What follows belongs to an exercise in optimizing a design on an open flow for small area, a short achievable clock period and few clock cycles; a production flow would make more cautious choices.
RTL that was checked went through simulation tests only; none was proved equivalent to the original.

before:
## zhxpu_core
module zhxpu_core(
	input clk,
	input rst,
	output wire [15:0] imem_addr,
	input [15:0] imem_rdata,
	input imem_ready,
	output wire [15:0] dmem_addr,
	output wire [15:0] dmem_wdata,
	output wire dmem_we,
	output wire dmem_re,
	input [15:0] dmem_rdata,
	input dmem_ready
);
	reg [15:0] pc;           
	reg [15:0] ir;           
	reg ir_sp, ir_ih, ir_ra;  
	reg [15:0] gpr [0:7];
	reg [15:0] sp, ih, ra;
	reg t;
	reg [15:0] ex_a, ex_b;   
	reg ex_cin;
	reg ex_add, ex_and, ex_or, ex_shl, ex_sh, ex_arith;
	reg ex_ld, ex_st, ex_cmp, ex_wr, ex_br;
	reg [3:0] ex_dst;        
	wire ex_mem = ex_ld | ex_st;
	wire hold = !imem_ready || (ex_mem && !dmem_ready);
	wire [15:0] sum;
	zx_add16 u_alu_add(.a(ex_a), .b(ex_b), .cin(ex_cin), .s(sum));
	wire [15:0] add_p = ex_a ^ ex_b;
	wire [15:0] add_k = {ex_a[14:0] | ex_b[14:0], ex_cin};
	wire add_zero = &(add_p ~^ add_k);
	wire [15:0] b_rev;
	genvar gi;
	generate for (gi = 0; gi < 16; gi = gi + 1) begin : g_rev
		assign b_rev[gi] = ex_b[15 - gi];
	end endgenerate
	wire [15:0] sh_in = ex_shl ? b_rev : ex_b;
	wire fill = ex_arith & ex_b[15];
	wire big = |ex_a[15:4];
	wire [15:0] sh1 = ex_a[0] ? {fill, sh_in[15:1]} : sh_in;
	wire [15:0] sh2 = ex_a[1] ? {{2{fill}}, sh1[15:2]} : sh1;
	wire [15:0] sh4 = ex_a[2] ? {{4{fill}}, sh2[15:4]} : sh2;
	wire [15:0] sh8 = ex_a[3] ? {{8{fill}}, sh4[15:8]} : sh4;
	wire [15:0] shr = big ? {16{fill}} : sh8;
	wire [15:0] shr_rev;
	generate for (gi = 0; gi < 16; gi = gi + 1) begin : g_rev2
		assign shr_rev[gi] = shr[15 - gi];
	end endgenerate
	reg [15:0] oth;
	always @(*) begin
		if (ex_ld) oth = dmem_rdata;
		else if (ex_and) oth = ex_a & ex_b;
		else if (ex_or) oth = ex_a | ex_b;
		else if (ex_shl) oth = shr_rev;
		else oth = shr;
	end
	wire [15:0] ex_res = ex_add ? sum : oth;
	wire ex_zero = ex_add ? add_zero : ~|oth;
	wire ex_t = !add_zero;   
  ...
Size: roughly 2,200 cells after synthesis, ~260 flip-flops, ~86 I/O pins, about 17,000 sq um of cells after synthesis.
clock: 9.0 ns
lec_check: 0
abc_area: 1
cap_margin: 20
core_margin: 2
core_utilization: 60
cts_buf_list: sky130_fd_sc_hd__clkbuf_8
setup_slack_margin: 5
slew_margin: 20
tns_end_percent: 10
run.sh (not shown) runs the stock make flow with config.mk's settings and CLKGATE_MAP_FILE= SYNTH_SCRIPT=/design/flow/synth_recipe.tcl, a recipe that flattens the netlist after the stock synthesis.
Setup changes, before to after
Settings: changing CORE_UTILIZATION from 60 to 40; removing CTS_BUF_LIST (formerly sky130_fd_sc_hd__clkbuf_8); removing TNS_END_PERCENT (formerly 10).
==> comparison <==
Timing, DRC, antenna: 0 failures across after and before
Relative to before, the core utilization of the finished layout of after is lower by 22 points.
Between before and after, met1 global-route usage decreased.
Going from before to after, the die area was enlarged.
Delta(portion of the clock cycle consumed by the worst path in the final layout, after - before) < 0
~same total area of sequential cells in after and before
Function was not checked in any run of this note: the RTL went through the layout flow alone.

* * *

zhxpu_core, a different RTL version from the one above (not shown whole).
Size in the first run: ~2000 cells after synthesis, about 260 flip-flops, ~86 I/O pins.
clock: 9.0 ns
lec_check: 0
abc_area: 1
cap_margin: 20
core_margin: 2
core_utilization: 60
cts_buf_list: sky130_fd_sc_hd__clkbuf_8
setup_slack_margin: 5
slew_margin: 20
tns_end_percent: 10
standard.sh (not shown) runs the stock make flow with config.mk's settings and CLKGATE_MAP_FILE= SYNTH_SCRIPT=/design/flow/synth_recipe.tcl, a recipe that flattens the netlist after the stock synthesis.
==> flow/flow/run.sh <==
#!/bin/bash
set -euo pipefail
bash standard.sh "BUFFER_PORTS_ARGS=-buffer_cell sky130_fd_sc_hd__buf_1" finish > standard_flow.log 2>&1
Testbench counts at the start, summed over its fixed seeds: cycles 41,488.
Change:
==> flow/flow/run.sh (replaced) <==
#!/bin/bash
set -euo pipefail
bash standard.sh "BUFFER_PORTS_ARGS=-buffer_cell sky130_fd_sc_hd__buf_2" SETUP_SLACK_MARGIN=5.5 finish > standard_flow.log 2>&1
The new run finished with timing, DRC and antenna clean.
Final cell count stays flat.
Synthesized area does not change.
Non-clock buffer count decreases by 4.
Final area increases by a few percent.
Die area is unchanged.
Maximum frequency increases slightly.
Routed wire length increases by a few percent.
Sequential share of layout area decreases by 0.84 points.

static timing again, ports no longer ideal:
In the flow no input, the clock included, has a driving cell. The finished layouts below were timed again as built, in two steps.
Step 1: set_driving_cell puts a clkbuf_16 on clk and a buf_2 on each other input, an assumption about the parent block.
Step 2, shift: input delay + t, output delay - t, t = (earliest + latest rising clock arrival at the registers) / 2. This alone moves slack from input paths to output paths.
Slacks: ideal ports / drivers / drivers and shift; pairs: ideal ports / drivers.
run | shift t [ns] | setup slack, ns | worst setup path at the end | worst register clock-pin slew, ns
before | 0.631 | 4.703 / 4.703 / 4.703 | register to register | 0.07 / 0.07
after | 0.623 | 4.754 / 4.754 / 4.740 | input to register | 0.07 / 0.07
the first run of note 2 | 0.621 | 4.862 / 4.883 / 4.262 | input to register | 0.07 / 0.07
the second run of note 2 | 0.617 | 4.881 / 4.881 / 4.619 | input to register | 0.07 / 0.07
After both steps setup and hold are still met in every run listed. For the first run of note 2, which loses most, drivers alone change the setup slack by +0.021 ns; drivers and shift together by -0.600 ns.
